Context: an optimization exercise on an open-source flow, tuned for small area. The choices shown serve that exercise and are no tape-out recipe. Function was checked by simulation only, so behaviour that the tests miss may differ from the original.

Design ame_sobel_filter, start of the top module:
module ame_sobel_filter #(
    parameter LINE_DATA_BITS = 7,
    parameter COMP_DATA_BITS = 8
) (
    input logic clk_i,
    input logic rst_n_i,
    input  logic comp_init_i,
    output logic comp_done_o,
    input logic [5:0] [LINE_DATA_BITS-1:0] line_data_i,
    output logic [3:0] [3:0] [COMP_DATA_BITS-1:0] comp_data_o
);
Size in the first run: roughly 350 cells after synthesis, roughly 5300 sq um of cells after synthesis.
export LEC_CHECK = 0
export CAP_MARGIN = 20
export CORE_MARGIN = 2
export CORE_UTILIZATION = 60
export SLEW_MARGIN = 20
create_clock -name core_clock -period 5.0 [get_ports {clk_i}]
standard.sh (not shown) runs the stock make flow with config.mk's settings and CLKGATE_MAP_FILE= SYNTH_SCRIPT=/design/flow/synth_recipe.tcl, a recipe that flattens the netlist after the stock synthesis.
==> flow/flow/run.sh <==
#!/bin/bash
# The standard layout, with three changes:
#  - after the standard synthesis, flow/pol2.py re-picks the polarity of the
#    full adders and gates to drop inverters (registers untouched); Yosys
#    proves the new netlist equivalent to the standard one, and the standard
#    netlist is kept if that proof fails;
#  - the port buffers are the smallest buffer;
#  - the clock tree uses small buffers and no dummy loads.
set -u
export BUFFER_PORTS_ARGS="-buffer_cell sky130_fd_sc_hd__buf_1"
export CTS_ARGS="-sink_clustering_enable -repair_clock_nets -dont_use_dummy_load -buf_list {sky130_fd_sc_hd__clkbuf_8} -sink_clustering_size 30 -sink_clustering_max_diameter 100"
LIB=$FLOW_HOME/platforms/sky130hd/lib/sky130_fd_sc_hd__tt_025C_1v80.lib
R=orfs/results/sky130hd/ame_sobel_filter/base

bash standard.sh synth > synth.log 2>&1 || exit 1

cp $R/1_2_yosys.v std_netlist.v
if python3 flow/pol2.py $LIB std_netlist.v pol_netlist.v > pol.log 2>&1; then
    yosys -p "read_liberty -ignore_miss_func $LIB; read_verilog std_netlist.v; rename $FLOW_TOP gold; read_verilog pol_netlist.v; rename $FLOW_TOP gate; flatten; rename -hide gate/w:_* gate/w:*.*; async2sync; opt_clean; equiv_make gold gate eq; hierarchy -top eq; equiv_simple -undef; equiv_induct -undef; equiv_status -assert" > equiv.log 2>&1
    if [ $? -eq 0 ]; then
        echo "using the re-polarised netlist" >> pol.log
        cp pol_netlist.v $R/1_2_yosys.v
        touch $R/1_2_yosys.v
    else
        echo "equivalence failed: keeping the standard netlist" >> pol.log
    fi
fi

bash standard.sh > standard.log 2>&1
Other scripts of this flow, unchanged in this note and not shown: flow/flow/pol2.py
Rerun with:
CAP_MARGIN = 0   (was 20)
GPL_TIMING_DRIVEN = 0   (was unset)
SLEW_MARGIN = 0   (was 20)
Outcome: The new run went through all stages and came out clean; clock skew rises by 0.0045 ns; area after synthesis does not change; worst setup slack degrades by 0.019 ns; cell count went down by about 0.6%; via count rose by 1.8%; design area rises by 0.50%; routed wire length went up by 7.6%; global-route usage came out higher by 1.9 points; first-iteration DRC count rises by about 3.7%.
Rerun with:
--- a/flow/flow/run.sh
+++ b/flow/flow/run.sh
@@ -11 +11 @@
-export CTS_ARGS="-sink_clustering_enable -repair_clock_nets -dont_use_dummy_load -buf_list {sky130_fd_sc_hd__clkbuf_8} -sink_clustering_size 30 -sink_clustering_max_diameter 100"
+export CTS_ARGS="-sink_clustering_enable -repair_clock_nets -dont_use_dummy_load -buf_list {sky130_fd_sc_hd__clkbuf_4 sky130_fd_sc_hd__clkbuf_8} -sink_clustering_size 20 -sink_clustering_max_diameter 80"
CAP_MARGIN = 20   (was 0)
GPL_TIMING_DRIVEN = unset   (was 0)
SLEW_MARGIN = 20   (was 0)
The new run finished clean.
Die area does not change.
Utilization falls by 0.37 points.
Final cell count went up by 0.61%.
Via count drops by 1.8%.
Setup slack improves by 0.019 ns.
Cell area came out lower by 0.50%.
Clock-buffer cell count stays the same.
Rerun with:
--- a/flow/flow/run.sh
+++ b/flow/flow/run.sh
@@ -11 +11 @@
-export CTS_ARGS="-sink_clustering_enable -repair_clock_nets -dont_use_dummy_load -buf_list {sky130_fd_sc_hd__clkbuf_4 sky130_fd_sc_hd__clkbuf_8} -sink_clustering_size 20 -sink_clustering_max_diameter 80"
+export CTS_ARGS="-sink_clustering_enable -repair_clock_nets -dont_use_dummy_load -buf_list {sky130_fd_sc_hd__clkbuf_4 sky130_fd_sc_hd__clkbuf_8}"
CORE_UTILIZATION = 70   (was 60)
Final cell count is lower by 1.1%.
Area after synthesis does not change.
Setup slack loses 0.14 ns.
Clock skew is about the same.
First-iteration DRC count is higher to 2.6 times its value.
Critical path depth is unchanged.

## afterwards: timing with drivers on the ports
The flow's constraints put no driver on any port. The routed layouts listed below were extracted and timed again, unchanged, in two steps.
Step 1: set_driving_cell puts a clkbuf_16 on clk_i and a buf_2 on each other input, an assumption about the parent block.
Step 2 moves the port delays by t, midway between the first and last clock arrival at a register: inputs arrive t later, outputs are due t later. That takes back most of the time a late clock gives input paths.
a / b / c = ideal ports / drivers / drivers and shift; a / b = the first two.
run | t (ns) | setup slack, ns | worst setup path after step 2
the first run | 0.444 | 0.191 / 0.193 / -0.247 | input to register
the second run | 0.445 | 0.172 / 0.172 / -0.233 | input to register
the third run | 0.444 | 0.191 / 0.193 / -0.247 | input to register
the fourth run | 0.446 | 0.049 / 0.044 / -0.402 | input to register
With both steps, setup timing fails in every run listed, where it was met with ideal ports. For the fourth run, which loses most, drivers alone change the setup slack by -0.005 ns; drivers and shift together by -0.451 ns.
